Source: an optimization exercise on an open RTL-to-GDS flow (aim: small area). Production flows keep margins and buffers that such runs may drop.
Function was checked by simulation only, so behaviour that the tests miss may differ from the original.
Power figures rest on the tool's default switching activity, not on a simulated workload.

==> flow/design.v (outline; a module is shown in full before it is edited, if it fits) <==
// module add_ha: 4 lines
// module inc_ripple: 11 lines
// module add_ripple: 11 lines
// module add30_cs: 8 lines
// module rf_aoi222: 3 lines
// module rf_nand2: 3 lines
// module rf_nand3: 3 lines
// module rf_nand4: 3 lines
// module rf_or3: 3 lines
// module rf_rdbit: 16 lines
// module mul_fa: 4 lines
// module mul16x16: 642 lines
// module rv_cpu: 2231 lines
module rv_cpu 
  #(
  parameter           DB_RMW        = 0,     
  parameter           DIVIDER_EN    = 1,     
  parameter           MUL_ARCH      = "dsp", 
  parameter  [29:0]   START_ADDR    = 30'b0, 
  parameter           REG_RAM_STYLE = 1,     
  parameter           ENABLE_TIMER  = 1,     
  parameter           TIMER_XLEN    = 32     
  )
  (
  clk_i,
  rst_i,
  lli_re_o,
  lli_adr_o,
  lli_dat_i, 
  lli_busy_i,
  lli_cc_invalidate_o,
  dbus_cyc_o,
  dbus_stb_o,
  dbus_we_o,
  dbus_sel_o,
  dbus_ack_i, 
  dbus_adr_o, 
  dbus_dat_o, 
  dbus_dat_i,
  irq_i
  );
  // ...
==> flow/run.sh <==
#!/bin/bash
# synth_recipe.tcl (not shown) runs the flow's synth.tcl, then flattens the netlist and writes it again
# the make line also repeats each setting of config.mk as NAME=value (left out here)
make -C /OpenROAD-flow-scripts/flow DESIGN_CONFIG=/design/flow/config.mk WORK_HOME=/design/flow/orfs CLKGATE_MAP_FILE= SYNTH_SCRIPT=/design/flow/synth_recipe.tcl finish
==> flow/config.mk <==
export PLATFORM = sky130hd
export DESIGN_NAME = rv_cpu
export DESIGN_NICKNAME = rv_cpu
export VERILOG_FILES = /design/flow/design.v
export SDC_FILE = /design/flow/constraint.sdc
export NUM_CORES = 4
export LEC_CHECK = 0
export CAP_MARGIN = 20
export CORE_MARGIN = 2
export CORE_UTILIZATION = 40
export SLEW_MARGIN = 20
export SYNTH_HIERARCHICAL = 1
==> flow/constraint.sdc <==
create_clock -name core_clock -period 14.0 [get_ports {clk_i}]
set_input_delay 2.8000 -clock core_clock [delete_from_list [all_inputs] [get_ports {clk_i}]]
set_output_delay 2.8000 -clock core_clock [all_outputs]
set_load 0.01 [all_outputs]
==> summary.txt, run 1 <==
Yosys cell types -> 116
Design area -> 113,000 µm²
Pwr Density -> 102 nW/µm²
CTS root buf -> clkbuf_16
Initial antenna violation count -> 44
Most common cell after layout, fill and taps aside -> nand2_1
Outcome -> timing/DRC/antenna clean
Clkbuf count -> 247
Wire length on met1 -> 168,000 µm
Slowest cell on crit path -> nor2_4
Critical path depth in cells -> 35
Post_cts resized -> 0
FF-to-FF Start -> rf__a1q[2]$_SDFFE_PP0N_
Layout Skew -> 108 ps
Synthesis Warnings -> 8
CTS Hold Buffers Added -> 0
CTS H-tree depth -> 4
Vias -> 87.7k
IO Count -> 177
Most common cell in the netlist -> nand2_1
Global-route wire length before repair -> 627,000 µm
Final clock-cell share -> 5.69%
Most frequent cells in the layout -> 1,407 x nand2_1, 1,088 x edfxtp_1, 704 x a222oi_1
Commonest cells in the netlist -> 1,410 x nand2_1, 1,088 x edfxtp_1, 704 x a222oi_1, 704 x nor2_1, 655 x dfxtp_1
Top cell type by total area after synthesis -> edfxtp_1
Die Footprint -> 253,000 µm²
Largest cell class -> multi-input gates
RR Endpoint -> rf__r[27][15]$_DFFE_PP_
Register fraction of the total cell area -> 40.5%
==> inputs of run 2 (changes only) <==
--- a/flow/design.v
+++ b/flow/design.v
@@ -948,16 +948,19 @@
 	wire  de__interrupt_valid_i; 
 	wire [2:0] de__interrupt_vector_i; 
 	wire  de__interrupt_ready_o; 
 	wire [7:0] de__sp_raddr1_o; 
 	wire [31:0] de__sp_rdata1_i; 
 	wire [7:0] de__sp_raddr2_o;
 	wire [31:0] de__sp_rdata2_i; 
 	reg [11:0] de__displacement_o; 
+	reg [7:0] de__dext_o; 
+	reg [1:0] de__dmode_o; 
+	reg [1:0] de__rd1_kind; 
 	wire  de__ready_i; 
 	wire  de__valid_o; 
 	reg  de__cmd_loadop3_o; 
 	reg  de__cmd_signed_o; 
 	reg  de__cmd_dbus_o; 
 	reg  de__cmd_dbus_store_o; 
 	reg  de__cmd_dbus_byte_o; 
 	reg  de__cmd_dbus_hword_o; 
@@ -1008,17 +1011,16 @@
 	wire [7:0] de__rd1; 
 	reg[7:0] de__rd1_reg; 
 	wire [7:0] de__rd2; 
 	reg[7:0] de__rd2_reg; 
 	parameter[1:0] de__undef = 0; 
 	parameter[1:0] de__Registered = 1; 
 	parameter[1:0] de__imm = 2; 
 	reg[1:0] de__rd1_select; 
-	reg[31:0] de__rd1_direct; 
 	reg[1:0] de__rd2_select; 
 	reg[31:0] de__rd2_direct; 
 	reg de__rd1_zero; 
 	reg de__rd2_zero; 
 	reg[7:0] de__dst_out; 
 	wire [7:0] de__radr1_out; 
 	wire [7:0] de__radr2_out; 
 	reg de__trap_on_next; 
@@ -1137,33 +1139,30 @@
 	assign de__rs1 = de__word_i[19:15] ;
 	assign de__rs2 = de__word_i[24:20] ;
 	assign de__funct7 = de__word_i[31:25] ;
 	assign de__rd1 = {3'b000, de__rs1} ;
 	assign de__rd2 = {3'b000, de__rs2} ;
 	assign de__downstream_busy = de__valid_out & ~de__ready_i ;
 	assign de__busy = de__downstream_busy | de__self_busy ;
 	assign de__current_ip = de__next_ip_i ;
-	wire [31:0] de__pc_imm = (de__opcode == de__op_jal) ? {11'b0, de__word_i[31], de__word_i[19:12], de__word_i[20], de__word_i[30:21], 1'b0} :
-	                     (de__opcode == de__op_branch) ? de__get_sb_immediate(de__word_i) : 32'd4 ;
-	wire [31:0] de__pc_add;
-	assign de__pc_add[1:0] = de__pc_imm[1:0];
-	add30_cs de__pc_adder (.a(de__current_ip), .b(de__pc_imm[31:2]), .s(de__pc_add[31:2]));
 	wire [29:0] de__link;
 	inc_ripple #(30) de__link_inc (.a(de__epc_o), .cin(1'b1), .s(de__link), .co());
 	assign de__op3_o = {de__link, 2'b00} ;
 	assign de__debug_pc = {de__current_ip, 2'b00} ;
 	assign de__valid_o = de__valid_out ;
 	assign de__dst_o = de__dst_out ;
 	assign de__ready_o = ~de__busy ;
 	assign de__interrupt_ready_o = de__interrupt_ready ;
 	always @(posedge clk_i)
 		begin : de__xhdl_18
 			reg [31:0] de__u_immed; 
 			reg [11:0] de__displacement; 
+			reg [7:0] de__dext; 
+			reg [1:0] de__dmode; 
 			reg de__t_valid; 
 			reg de__trap; 
 			reg de__not_implemented; 
 			reg [3:0] de__optype; 
 			if (rst_i == 1'b1)
 				begin
 					de__valid_out <= 1'b0 ; 
 					de__self_busy <= 1'b0 ; 
@@ -1182,22 +1181,23 @@
 					de__cmd_div_mod_o <= 1'b0 ; 
 					de__cmd_cmp_o <= 1'b0 ; 
 					de__cmd_jump_o <= 1'b0 ; 
 					de__cmd_and_o <= 1'b0 ; 
 					de__cmd_xor_o <= 1'b0 ; 
 					de__cmd_shift_o <= 1'b0 ; 
 					de__cmd_shift_right_o <= 1'b0 ; 
 					de__rd1_select <= de__undef ; 
-					de__rd1_direct <= {32'b0} ; 
 					de__rd2_select <= de__undef ; 
 					de__rd2_direct <= {32'b0} ; 
 					de__jump_type_o <= {4'b0} ; 
 					de__dst_out <= {8'b0} ; 
 					de__displacement = 12'b0; 
+					de__dext = 8'b0; 
+					de__dmode = 2'b0; 
 					de__cmd_mul_high_o <= 1'b0 ; 
 					de__cmd_signed_b_o <= 1'b0 ; 
 					de__cmd_slt_o <= 1'b0 ; 
 					de__cmd_csr_o <= 1'b0 ; 
 					de__cmd_trap_o <= 1'b0 ; 
 					de__cmd_tret_o <= 1'b0 ; 
 					de__interrupt_o <= 1'b0 ; 
 					de__trap_on_next <= 1'b0 ; 
@@ -1240,16 +1240,18 @@
 										de__cmd_slt_o <= 1'b0 ; 
 										de__cmd_csr_o <= 1'b0 ; 
 										de__cmd_trap_o <= 1'b0 ; 
 										de__cmd_tret_o <= 1'b0 ; 
 										de__interrupt_o <= 1'b0 ; 
 										de__jump_type_o <= 4'b0000 ; 
 										de__dst_out <= {8{1'b0}} ; 
 										de__displacement = {12'b0};
+										de__dext = 8'b0; 
+										de__dmode = 2'b0; 
 										de__t_valid = 1'b0; 
 										de__not_implemented = 1'b0; 
 										de__trap = 1'b0; 
 										if (de__valid_i == 1'b1)
 											begin
 												de__trap_on_current <= de__trap_on_next ; 
 												de__trap_on_next <= 1'b0 ; 
 												if (de__interrupt_valid_i == 1'b1)
@@ -1381,34 +1383,38 @@
 																					end
 																			endcase 
 																		end 
 																	de__t_valid = 1'b1; 
 																end
 															de__rv_jal :
 																begin
 																	de__rd1_select <= de__imm ; 
-																	de__rd1_direct <= de__pc_add ; 
+																	de__rd1_kind <= 2'd0 ; 
+																	{de__dext, de__displacement} = {de__word_i[31], de__word_i[19:12], de__word_i[20], de__word_i[30:21]}; 
+																	de__dmode = 2'd1; 
 																	de__cmd_jump_o <= 1'b1 ; 
 																	de__cmd_loadop3_o <= 1'b1 ; 
 																	de__dst_out <= {3'b000, de__rd} ; 
 																	de__t_valid = 1'b1; 
 																end
 															de__rv_jalr :
 																begin
 																	de__rd1_select <= de__Registered ; 
 																	de__cmd_jump_o <= 1'b1 ; 
 																	de__cmd_loadop3_o <= 1'b1 ; 
 																	de__dst_out <= {3'b000, de__rd} ; 
 																	de__displacement = de__word_i[31:20]; 
 																	de__t_valid = 1'b1; 
 																end
 															de__rv_branch :
 																begin
-																	de__rd1_direct <= de__pc_add ; 
+																	de__rd1_kind <= 2'd0 ; 
+																	de__displacement = {de__word_i[31], de__word_i[7], de__word_i[30:25], de__word_i[11:8]}; 
+																	de__dmode = 2'd2; 
 																	de__rd1_select <= de__Registered; 
 																	de__rd2_select <= de__Registered; 
 																	de__jump_type_o <= {1'b0, de__funct3} ; 
 																	de__cmd_cmp_o <= 1'b1 ; 
 																	de__cmd_negate_op2_o <= 1'b1 ; 
 																	de__t_valid = 1'b1; 
 																	de__self_busy <= 1'b1 ; 
 																	de__state <= de__continuecjmp ; 
@@ -1451,21 +1457,21 @@
 																begin
 																	de__u_immed = {de__word_i[31:12], 12'b0};
 																	de__rd2_select <= de__imm ; 
 																	de__rd2_direct <= de__u_immed ;  
 																	de__rd1_select <= de__imm ; 
 																	de__cmd_addsub_o <= 1'b1 ; 
 																	if ((de__word_i[5]) == 1'b1)
 																		begin
-																			de__rd1_direct <= {32{1'b0}} ; 
+																			de__rd1_kind <= 2'd1 ; 
 																		end
 																	else
 																		begin
-																			de__rd1_direct <= {de__current_ip, 2'b00} ; 
+																			de__rd1_kind <= 2'd0 ; 
 																		end 
 																	de__dst_out <= {3'b000, de__rd} ; 
 																	de__t_valid = 1'b1; 
 																end
 															de__rv_system :
 																begin
 																	if (de__funct3 == 3'b000)
 																		begin
@@ -1510,17 +1516,17 @@
 																			else
 																				begin
 																					de__csr_x0_o <= 1'b0 ; 
 																				end 
 																			de__displacement = de__word_i[31:20]; 
 																			if ((de__funct3[2]) == 1'b1)
 																				begin
 																					de__rd1_select <= de__imm ; 
-																					de__rd1_direct <= {{29{de__word_i[19]}}, de__word_i[19:15]} ;
+																					de__rd1_kind <= 2'd2 ;
 																				end
 																			else
 																				begin
 																					de__rd1_select <= de__Registered; 
 																				end 
 																			de__dst_out <= {3'b000, de__rd} ; 
 																			de__t_valid = 1'b1; 
 																		end 
@@ -1530,17 +1536,18 @@
 																	case (de__funct3)
 																		3'b000 :
 																			begin
 																				de__t_valid = 1'b1; 
 																			end
 																		3'b001 :
 																			begin
 																				de__rd1_select <= de__imm ; 
-																				de__rd1_direct <= de__pc_add ;
+																				de__rd1_kind <= 2'd0 ; 
+																				de__dmode = 2'd3; 
 																				de__cmd_jump_o <= 1'b1 ; 
 																				de__fencei_o <= 1'b1 ; 
 																				de__t_valid = 1'b1; 
 																			end
 																		default :
 																			begin
 																				de__not_implemented = 1'b1; 
 																			end
@@ -1586,16 +1593,18 @@
 												de__self_busy <= 1'b0 ; 
 												de__state <= de__regular ; 
 											end 
 									end
 							endcase 
 						end 
 				end 
 			de__displacement_o <= de__displacement ;  
+			de__dext_o <= de__dext ;  
+			de__dmode_o <= de__dmode ;  
 		end 
 	always @(posedge clk_i)
 		begin
 			if (de__busy == 1'b0)
 				begin
 					de__rd1_reg <= de__rd1 ; 
 					if (de__rd1[4:0] == 5'b00000)
 						begin
@@ -1622,17 +1631,21 @@
 	assign de__sp_raddr2_o = de__radr2_out ;
 	assign de__opzero_o = de__rd1_zero | de__rd2_zero ;
 	assign de__op1zero_o = de__rd1_zero ;
 	always @(*)
 		begin : de__xhdl_25
 			reg[31:0] de__rdata; 
 			if (de__rd1_select == de__imm)
 				begin
-					de__op1_o <= de__rd1_direct ; 
+					case (de__rd1_kind)
+						2'd0 : de__op1_o <= {de__epc_o, 2'b00} ; 
+						2'd1 : de__op1_o <= 32'b0 ; 
+						default : de__op1_o <= {{27{de__rd1_reg[4]}}, de__rd1_reg[4:0]} ; 
+					endcase
 				end
 			else
 				begin
 					if (de__rd1_zero == 1'b1)
 						begin
 							de__op1_o <= 'h00000000 ; 
 						end
 					else
@@ -1788,17 +1801,17 @@
 	wire ex__alu_busy; 
 	wire ex__alu_cmp_eq; 
 	wire ex__alu_cmp_ug; 
 	wire ex__alu_cmp_sg; 
 	wire ex__loadop3_we; 
 	reg ex__jump_condition; 
 	reg ex__jump_valid; 
 	reg[29:0] ex__jump_dst; 
-	reg[29:0] ex__jump_dst_r; 
+	reg ex__tret_r; 
 	reg[2:0] ex__cond_reg; 
 	reg ex__slt_we; 
 	wire ex__slt_ce; 
 	reg[31:0] ex__slt_result; 
 	reg ex__slt_busy; 
 	wire ex__csr_we; 
 	wire ex__csr_ce; 
 	wire ex__csr_exception; 
@@ -1929,40 +1942,41 @@
 				end 
 		end 
 	always @(posedge clk_i)
 		begin
 			if (rst_i == 1'b1)
 				begin
 					ex__jump_valid <= 1'b0 ; 
 					ex__interrupt_return <= 1'b0 ; 
-					ex__jump_dst_r <= {30{1'b0}} ; 
+					ex__tret_r <= 1'b0 ; 
 					ex__ex_exception_r <= 1'b0 ; 
 				end
 			else
 				begin
 					if (ex__jump_valid == 1'b0)
 						begin
-							ex__jump_dst_r <= ex__jump_dst ; 
+							ex__tret_r <= ex__cmd_tret_i ; 
 							ex__ex_exception_r <= ex__ex_exception ; 
 							if ((ex__can_execute == 1'b1 & ex__cmd_jump_i == 1'b1 & ex__jump_condition == 1'b1) | ex__ex_exception == 1'b1)
 								begin
 									ex__jump_valid <= 1'b1 ; 
 								end 
 						end
 					else if (ex__jump_ready_i == 1'b1)
 						begin
 							ex__jump_valid <= 1'b0 ; 
 							ex__ex_exception_r <= 1'b0 ; 
 							ex__interrupt_return <= 1'b0 ; 
 						end 
 				end  
 		end 
 	assign ex__jump_valid_o = ex__jump_valid | (ex__can_execute & ex__cmd_jump_i & ex__jump_condition) ;
-	assign ex__jump_dst_o = (ex__jump_valid == 1'b1) ? ex__jump_dst_r : ex__jump_dst ;
+	assign ex__jump_dst_o = (ex__jump_valid == 1'b1) ? (ex__tret_r ? ex__mepc : ex__mtvec) : ex__jump_dst ;
+	wire ex__exc_taken = ex__jump_valid & ex__jump_ready_i & ex__ex_exception_r ;
 	assign ex__interrupt_return_o = ex__interrupt_return ;
 	assign ex__s_dbus_ack_i = (ex__s_dbus_cyc_o) ? ex__dbus_ack_i : 1'b0 ;
 	assign ex__dbus_adr_o = ex__s_dbus_adr_o ;
 	assign ex__dbus_cyc_o = ex__s_dbus_cyc_o ;
 	assign ex__dbus_stb_o = ex__s_dbus_stb_o & ex__s_dbus_cyc_o ;
 	assign ex__dbus_we_o = ex__s_dbus_we_o ;
 	assign ex__dbus_dat_o = ex__s_dbus_dat_o ;
 	assign ex__dbus_sel_o = ex__s_dbus_sel_o ;
@@ -2108,17 +2122,25 @@
 	wire[31:0] al__adder_we_vect; 
 	wire[31:0] al__logic_we_vect; 
 	wire[31:0] al__mul_we_vect; 
 	wire[31:0] al__div_we_vect; 
 	wire[31:0] al__shift_we_vect; 
 	assign al__addend1 = al__op1_i ;
 	wire al__use_disp = ex__cmd_dbus_i | ex__cmd_jump_i;
 	wire al__sub = al__cmd_negate_op2_i & ~al__use_disp;
-	assign al__addend2 = al__use_disp ? {{20{ex__displacement_i[11]}}, ex__displacement_i} : (al__op2_i ^ {32{al__sub}});
+	reg [31:0] al__disp;
+	always @(*)
+		case (de__dmode_o)
+			2'd0 : al__disp = {{20{ex__displacement_i[11]}}, ex__displacement_i};
+			2'd1 : al__disp = {11'b0, de__dext_o, ex__displacement_i, 1'b0};
+			2'd2 : al__disp = {{19{ex__displacement_i[11]}}, ex__displacement_i, 1'b0};
+			default : al__disp = 32'd4;
+		endcase
+	assign al__addend2 = al__use_disp ? al__disp : (al__op2_i ^ {32{al__sub}});
 	assign al__adder_result = {1'b0, al__addend1} + {1'b0, al__addend2} + {32'b0, al__sub} ;  
 	assign al__adder_we = al__cmd_addsub_i & al__valid_i ;
 	always @(posedge clk_i)
 		if (rst_i)
 			begin
 				al__cmp_eq_o     <= 1'b0 ;
 				al__cmp_carry    <= 1'b0 ;
 				al__cmp_s1       <= 1'b0 ; 
@@ -2554,17 +2576,17 @@
 	parameter [7:0] cu__badaddr =   8'h43;
 	parameter [7:0] cu__a_ip =      8'h44;
 	parameter [11:0] cu__a_mcycle  = 12'HB00;
 	parameter [11:0] cu__a_mcycleh = 12'HB80;
 	parameter [11:0] cu__m_bonfire_csr = 12'H7C0;
 	parameter [31:0] cu__impvers = 32'h00010010;
 	parameter cu__MCYCLE_EN =1'b1;
 	wire [31:0] cu__op1_i; 
-	reg [31:0] cu__wdata_o; 
+	wire [31:0] cu__wdata_o; 
 	wire  cu__we_o; 
 	wire  cu__csr_exception; 
 	wire [11:0] cu__csr_adr; 
 	wire  cu__ce_i; 
 	wire  cu__busy_o; 
 	wire  cu__csr_x0_i; 
 	wire [01:0] cu__csr_op_i; 
 	wire [31:2] cu__mtvec_o; 
@@ -2618,30 +2640,48 @@
 			cu__csr[31]     =  cu__is_irq;
 			cu__cause_csr   =  cu__csr;
 		end
 	endfunction
 	wire  [04:0] cu__mcause_irq; 
 	reg   [01:0] cu__m_bonfire;  
 	wire  [63:0] cu__mcycle;
 	reg   [63:0] cu__mcycl_count;
-	assign cu__we_o = cu__we ;
+	wire cu__csr_ok = ((cu__csr_adr[11:8] == cu__m_stdprefix) &
+	                   ((cu__csr_adr[7:0] <= 8'h05) | (cu__csr_adr[7:0] >= 8'h40 & cu__csr_adr[7:0] <= 8'h44))) |
+	                  (cu__csr_adr == cu__a_mcycle) | (cu__csr_adr == cu__a_mcycleh) |
+	                  ((cu__csr_adr[11:8] == cu__m_roprefix) & (cu__csr_adr[7:0] >= 8'h11 & cu__csr_adr[7:0] <= 8'h14)) |
+	                  (cu__csr_adr == cu__m_bonfire_csr);
+	assign cu__we_o = cu__ce_i & cu__csr_ok ;
+	assign cu__wdata_o = cu__csr_in ;
 	assign cu__busy_o = cu__we | cu__exception ;
 	assign cu__csr_exception = cu__exception ;
 	assign cu__mtvec_o = cu__mtvec ;
 	assign cu__mepc_o = cu__mepc ;
 	assign cu__sstep_o = cu__m_bonfire[1] ;
 	assign cu__csr_offset = cu__csr_adr[7:0] ;
-	assign cu__csr_t1 = (cu__csr_offset == cu__status) ? {24'b0000-0000-0000-0000-0001-1000, cu__mpie, 3'b0, cu__mie, 3'b0} : (cu__csr_offset == cu__isa) ? 
-		32'b0100-0000-0000-0000-0001-0001-0000-0000 : (cu__csr_offset == cu__tvec) ? {cu__mtvec, 2'b00} : (cu__csr_offset == cu__scratch) ?
-		cu__mscratch : (cu__csr_offset == cu__cause) ? cu__cause_csr(cu__mcause_31, cu__mcause) : (cu__csr_offset == cu__badaddr) ?
-		cu__mbadaddr : (cu__csr_offset == cu__epc) ? {cu__mepc, 2'b00} : (cu__csr_offset == cu__impid) ? cu__impvers : (cu__csr_offset == cu__a_ie) 
-		? cu__get_mie(cu__irq_enable) : (cu__csr_offset == cu__a_ip) ? cu__get_mie(cu__irq_pending) : {32{1'b0}} ; 
-	assign cu__csr_in = ((cu__csr_adr[11:8] == cu__m_stdprefix) | (cu__csr_adr[11:8] == cu__m_roprefix)) ? cu__csr_t1 : (cu__csr_adr == cu__a_mcycle) ?	cu__mcycle[31:0]
-		: (cu__csr_adr == cu__a_mcycleh) ? cu__mcycle[63:32] : (cu__csr_adr == cu__m_bonfire_csr) ? {31'b0, cu__m_bonfire[0]} : {32'b0} ;
+	wire [31:0] cu__v_status = {24'b0000-0000-0000-0000-0001-1000, cu__mpie, 3'b0, cu__mie, 3'b0};
+	wire [31:0] cu__v_isa = 32'b0100-0000-0000-0000-0001-0001-0000-0000;
+	wire cu__p3f = (cu__csr_adr[11:8] == cu__m_stdprefix) | (cu__csr_adr[11:8] == cu__m_roprefix);
+	assign cu__csr_t1 = 
+		({32{cu__csr_offset == cu__status}}  & cu__v_status) |
+		({32{cu__csr_offset == cu__isa}}     & cu__v_isa) |
+		({32{cu__csr_offset == cu__tvec}}    & {cu__mtvec, 2'b00}) |
+		({32{cu__csr_offset == cu__scratch}} & cu__mscratch) |
+		({32{cu__csr_offset == cu__cause}}   & cu__cause_csr(cu__mcause_31, cu__mcause)) |
+		({32{cu__csr_offset == cu__badaddr}} & cu__mbadaddr) |
+		({32{cu__csr_offset == cu__epc}}     & {cu__mepc, 2'b00}) |
+		({32{cu__csr_offset == cu__impid}}   & cu__impvers) |
+		({32{cu__csr_offset == cu__a_ie}}    & cu__get_mie(cu__irq_enable)) |
+		({32{cu__csr_offset == cu__a_ip}}    & cu__get_mie(cu__irq_pending)) ;
+	assign cu__csr_in = 
+		({32{cu__p3f}} & cu__csr_t1) |
+		({32{cu__csr_adr == cu__a_mcycle}} & cu__mcycle[31:0]) |
+		({32{cu__csr_adr == cu__a_mcycleh}} & cu__mcycle[63:32]) |
+		({32{cu__csr_adr == cu__m_bonfire_csr}} & {31'b0, cu__m_bonfire[0]}) ;
 	always @(posedge clk_i)
 		begin
 			if (rst_i)
 				cu__mcycl_count <= 0;
 			else
 				cu__mcycl_count <= cu__mcycl_next;
 		end		
 	assign cu__mcycle =  cu__mcycl_count;
@@ -2692,22 +2732,25 @@
 									case (cu__mcause_i)
 										'h4, 'h6, 'h0 :
 											cu__mbadaddr <= cu__adr_i ; 
 										'h2, 'h3 :
 											cu__mbadaddr <= {cu__mepc_i, 2'b00} ; 
 										default : begin end
 									endcase 
 								end 
-							cu__mepc <= cu__mepc_i ; 
+							if (!ex__ex_exception)
+								cu__mepc <= cu__mepc_i ; 
 							cu__mpie <= cu__mie ; 
 							cu__mie <= 1'b0 ; 
 						end
 					else if (cu__cmd_tret_i == 1'b1)
-						cu__mie <= cu__mpie ; 
+						cu__mie <= cu__mpie ;
+					if (ex__exc_taken)
+						cu__mepc <= ex__epc_reg ; 
 					if (cu__ce_i == 1'b1)
 						begin
 							if (cu__csr_adr[11:8] == cu__m_stdprefix)
 								begin
 									cu__l_exception = 1'b0; 
 									case (cu__csr_adr[7:0])
 										cu__status :
 											begin
@@ -2741,22 +2784,17 @@
 							else if (cu__csr_adr == cu__m_bonfire_csr)
 								begin
 									cu__l_exception = 1'b0; 
 									cu__m_bonfire[1] <= cu__csr_out[0];
 								end
 							else
 								cu__l_exception = 1'b1; 
 							if (cu__l_exception == 1'b0)
-								begin
-									cu__wdata_o <= cu__csr_in ; 
-									cu__we <= 1'b1 ; 
-								end
-							else
-								cu__wdata_o <= {32{1'b0}} ; 
+								cu__we <= 1'b1 ; 
 							cu__exception <= cu__l_exception ; 
 						end 
 				end  
 		end 
 assign cu__op1_i = ex__op1_i;
 assign ex__csr_result = cu__wdata_o;
 assign ex__csr_we = cu__we_o;
 assign ex__csr_exception = cu__csr_exception;
==> flow/flow/run.sh (new file) <==
#!/bin/bash
set -euo pipefail
export BUFFER_PORTS_ARGS="-buffer_cell sky130_fd_sc_hd__buf_1"
export CTS_ARGS="-sink_clustering_enable -repair_clock_nets -buf_list sky130_fd_sc_hd__clkbuf_8 -dont_use_dummy_load"
bash standard.sh > standard.log 2>&1
==> flow/standard.sh (new file) <==
#!/bin/bash
# synth_recipe.tcl (not shown) runs the flow's synth.tcl, then flattens the netlist and writes it again
# the make line also repeats each setting of config.mk as NAME=value (left out here)
make -C /OpenROAD-flow-scripts/flow DESIGN_CONFIG=/design/flow/config.mk WORK_HOME=/design/flow/orfs CLKGATE_MAP_FILE= SYNTH_SCRIPT=/design/flow/synth_recipe.tcl "${@:-finish}"
removed: flow/run.sh
==> summary.txt, run 2 <==
Biggest regs -> rf__r: 992 flops, cu__mcycl_count: 64 flops, fe__fifo_dout: 62 flops (unchanged)
TritonCTS clock tree -> built (unchanged)
Most common cell in the netlist -> nand2_1 (unchanged)
Initial antenna violation count -> 50 (was 44)
FF-to-FF Start -> rf__v2q$_SDFFE_PP0N_ (was rf__a1q[2]$_SDFFE_PP0N_)
GPL Wtd Cong -> 1.01 (was 1.03)
IO Count -> 177 (unchanged)
Mapped Area -> 96,000 µm² (was 99,700 µm²)
Global-route wire length before repair -> 591,000 µm (was 627,000 µm)
Sw Share -> 26.1% (was 25.2%)
LEAKAGE -> 34.8 nW (was 37.7 nW)
CTS H-tree depth -> 5 (was 4)
Num Clock Sinks -> 1,662 (was 1,743)
Post_cts resized -> 0 (unchanged)
Area Growth Syn to Fin -> 10.7% (was 13.4%)
Die Span Y -> 494 µm (was 503 µm)
Worst EP arrival -> 12,870 ps (was 12,690 ps)
# setup viols final -> 0 (unchanged)
CTS Buf Count -> 303 (was 187)
Outcome -> timing/DRC/antenna clean (unchanged)
Flop pwr share -> 52.7% (was 47.6%)
RR Endpoint -> rf__r[30][30]$_DFFE_PP_ (was rf__r[27][15]$_DFFE_PP_)
Design area -> 106,000 µm² (was 113,000 µm²)
Layout Skew -> 149 ps (was 108 ps)
Register area share after synthesis -> 45.7% (was 45.9%)
Starting density of the core -> 40.3% (was 40.2%)
Crit share post-route -> 87.0% (was 86.5%)
Ys async rst share -> 0% (unchanged)
Hold Path Stages -> 0 (unchanged)
Worst slew margin -> 12.2% (was 11.2%)
Total Routing Usage GR -> 33.4% (was 34.5%)
Routed wire length -> 422,000 µm (was 451,000 µm)
Most Frequent Cell on Critical Path -> fa_1 (unchanged)
Nets -> 10.1k (was 10.4k)
Worst R2R Path Depth -> 35 (unchanged)
Most frequent cells in the layout -> 1,245 x nand2_1, 1,058 x edfxtp_1, 716 x a222oi_1 (was 1,407 x nand2_1, 1,088 x edfxtp_1, 704 x a222oi_1)
CTS root buf -> clkbuf_8 (was clkbuf_16)
Max-slew violation count -> 0 (unchanged)
Share of cells above drive strength 1 -> 11.1% (was 10.4%)
Top cell type by total area after synthesis -> edfxtp_1 (unchanged)
Commonest cells in the netlist -> 1,249 x nand2_1, 1,058 x edfxtp_1, 716 x a222oi_1 (was 1,410 x nand2_1, 1,088 x edfxtp_1, 704 x a222oi_1, 704 x nor2_1, 655 x dfxtp_1)
Most common cell after layout, fill and taps aside -> nand2_1 (unchanged)
DR WL/cell -> 33.8 µm (was 34.7 µm)
Mean Syn Cell Area -> 10.6 µm² (about the same)
Multi-input gate area -> 50,000 µm² (was 51,500 µm²)
Clock slew seen by the registers of the worst setup and hold paths -> 60 ps (about the same)
FF/Latch Area -> 43,900 µm² (was 45,800 µm²)
Yosys top cell area share -> 33.1% (was 32.8%)
Min-Delay Endpoint -> sh__rq$_DFF_P_ (was ex__cond_reg[0]$_DFFE_PP_)
Fillers -> 22.5k (was 23.1k)
Post-synth EDFFs -> 1,058 (was 1,088)
Die width -> 494 µm (was 503 µm)
Pre-CTS setup slack -> 2240 ps (was 2350 ps)
Maximum vdd drop -> 94.0 µV (was 126 µV)
Clk pwr share -> 38.0% (was 45.1%)
FP Rows -> 179 (was 183)
Slowest cell on crit path -> nand2_1 (was nor2_4)
Final cell count without fillers -> 12.5k (was 13.0k)
Pwr Density -> 93.8 nW/µm² (was 102 nW/µm²)
CP peak stage delay -> 750 ps (was 840 ps)
Overflow after GRT -> 0 (unchanged)
Critical-path maximum fanout -> 31 (unchanged)
#FFs+latches synth -> 1,662 (was 1,743)
Placed cells -> 12.1k (was 12.7k)
Final worst path period need -> 12,170 ps (was 12,110 ps)
Total power -> 0.00996 W (was 0.0115 W)
Die Footprint -> 244,000 µm² (was 253,000 µm²)
Dpl hpwl -> 296,000 µm (was 315,000 µm)
Reg2reg setup slack -> 1830 ps (was 1890 ps)
Final Hold Vio Count -> 0 (unchanged)
Max FFs per register -> 992 (unchanged)
Post-Syn Instances -> 9,020 (was 9,391)
Yosys cell types -> 99 (was 116)
CP startpoint kind -> register (unchanged)
Largest Register -> rf__r (unchanged)
Drt pass-1 iters -> 14 (unchanged)
RSZ-0062 raised after global routing -> false (unchanged)
Hold Crit Start -> de__cmd_shift_right_o$_SDFFE_PP0P_ (was de__jump_type_o[0]$_SDFFE_PP0P_)
Largest net degree at the start of global routing -> 149 (was 90)
Final WS setup -> 1830 ps (was 1890 ps)
CTS Hold Buffers Added -> 0 (unchanged)
Vias per std cell -> 6.83 (was 6.74)
Iter 0 DRT Violations -> 16.4k (was 17.8k)
Synthesis Warnings -> 8 (unchanged)
Tightest Pin Transition -> 1320 ps (was 1330 ps)
NetSw -> 0.00260 W (was 0.00289 W)
Vias -> 85.3k (was 87.7k)
Worst hold path class -> register to register (unchanged)
Largest cells by area after synthesis -> edfxtp_1 33%, dfxtp_1 13%, fa_1 8.9% (was edfxtp_1 33%, dfxtp_1 13%, fa_1 9.5%)
Setup TNS -> 0 ps (unchanged)
Antenna-violating nets left -> 0 (unchanged)
Vias in the first global route -> 81.1k (was 82.9k)
Total core area -> 238,000 µm² (was 248,000 µm²)
CP required -> 14,690 ps (was 14,590 ps)
Dominant synthesized flop cell -> edfxtp_1 (unchanged)
Drt drc -> 0 (unchanged)
Cell Int Power -> 0.00737 W (was 0.00861 W)
Port bufs -> 176 (unchanged)
MaxCap Viol Count -> 0 (unchanged)
Maximum clock path buffer count -> 4 (was 3)
Setup CP Type -> register to register (unchanged)
Post-CTS setup buffer count -> 0 (unchanged)
Highest Clock Rate -> 82.1 MHz (was 82.6 MHz)
Clock latency (worst-skew pair) -> 1070 ps (was 930 ps)
CP endpoint kind -> register (unchanged)
Comb pwr share -> 9.3% (was 7.3%)
Placed instance area -> 102,000 µm² (was 107,000 µm²)
[run 2: cell types whose count changed after synthesis, sizes merged, moves of 23 or more]
| cell | change |
|---|---|
| fa | -45 |
| a22oi | -29 |
| edfxtp | -30 |
| inv | -23 |
| a221oi | +26 |
| o21ai | -133 |
| nor3 | -31 |
| nand2 | -161 |
| nor2 | -64 |
| buf | -27 |
| dfxtp | -51 |
| a21oi | +124 |
[run 2: worst max path at each step]
stage,start,end,slack [ps],cells past startpoint
floorplan,rf__v2q$_SDFFE_PP0N_,rf__r[10][14]$_DFFE_PP_,3060,36
global placement,rf__v2q$_SDFFE_PP0N_,rf__r[12][30]$_DFFE_PP_,2280,35
detailed placement,rf__v2q$_SDFFE_PP0N_,rf__r[12][30]$_DFFE_PP_,2240,35
CTS,rf__v2q$_SDFFE_PP0N_,rf__r[28][30]$_DFFE_PP_,2150,35
global route,rf__v2q$_SDFFE_PP0N_,rf__r[30][30]$_DFFE_PP_,1500,35
finish,rf__v2q$_SDFFE_PP0N_,rf__r[30][30]$_DFFE_PP_,1830,35
[run 2: kinds of logic after synthesis]
group           count (synthesis)  synth area share (%)
buf+inv                       809                  3.31
other cells                     3                0.0117
compound gates               2471                  19.2
flops                        1662                  45.7
simple gates                 2845                  13.5
fa+ha+maj                     725                  12.8
mux                           352                  4.17
xor+xnor                      153                  1.40
[run 2: cell type report]
type,count,area share [%]
repair buffers,525,3.11
multi-input cells,6579,47.1
well taps,3167,3.73
flip-flops and latches,1662,41.3
inverters,212,0.749
diodes,35,0.0825
clock buffers,303,3.93
[run 2: power groups by stage]
stage                     logic [W]  registers, W  clock network, W
final                      0.000930       0.00525           0.00378
after global routing       0.000961       0.00525           0.00402
after CTS                  0.000888       0.00525           0.00382
after detailed placement   0.000884       0.00535                 0
after global placement     0.000876       0.00534                 0
after floorplan            0.000516       0.00532                 0
[run 2: modules after synthesis (local to each module, per instance), a selection]
module / area (µm²) / times used / flops+latches / cells
add_ha: 12.5 / 124 / 0 / 1
rf_aoi222: 10.0 / 640 / 0 / 1
rf_or3: 6.26 / 64 / 0 / 1
mul16x16: 2970 / 2 / 0 / 591
mul_fa: 20.0 / 420 / 0 / 1
rv_cpu: 71900 / 1 / 1662 / 6334
rf_nand2: 3.75 / 64 / 0 / 1
rf_nand3: 5.00 / 64 / 0 / 1
rf_nand4: 6.26 / 128 / 0 / 1
[run 2: worst max-delay path: cells and delay by family, from the launching register on]
family	cells	cell delay, ps
adder cells (fa/ha/maj)	9	4050
AND/OR/NAND/NOR	8	3090
AO/OA/AOI/OAI	12	2360
buffers and inverters	3	820
XOR/XNOR	2	670
flip-flops	1	430
multiplexers	1	280
[run 2: stage by stage]
stage	util, %	hold WS (ps)
after global routing	44.5	405
final	44.6	388
after global placement	42.8	421
after CTS	44.5	397
after floorplan	-	331
after detailed placement	42.8	424
[run 2: metal layers]
metal,routed length (µm),GRT usage (%),vias to the layer above
met5,80,0,-
met1,154000,43.0,42000
met2,180000,49.4,6687
li1,-,-,35200
met4,31600,21.2,14
met3,56500,9.37,1366

-- what the ideal ports hide --
In the flow no input, the clock included, has a driving cell. The finished layouts below were timed again as built, in two steps.
Step 1 (the two cells are an assumption about what drives the block):
set clk [get_ports {clk_i}]
set_driving_cell -lib_cell sky130_fd_sc_hd__clkbuf_16 $clk
set_driving_cell -lib_cell sky130_fd_sc_hd__buf_2 [delete_from_list [all_inputs] $clk]
Step 2 times the ports against the registers' clock, not the clock port: input delays grow and output delays shrink by t, the midpoint of the rising clock arrivals with the driver on.
Slacks: ideal / step 1 / step 2; pairs: ideal / step 1.
run	shift t [ns]	setup slack, ns	worst setup path at the end	clock arrival spread, ns	pins driven straight from the clock port
run 1	0.980	1.894 / 1.894 / 1.894	register to register	0.108 / 0.107	1
run 2	1.102	1.826 / 1.826 / 1.826	register to register	0.167 / 0.167	1
After both steps setup and hold are still met in every run listed.
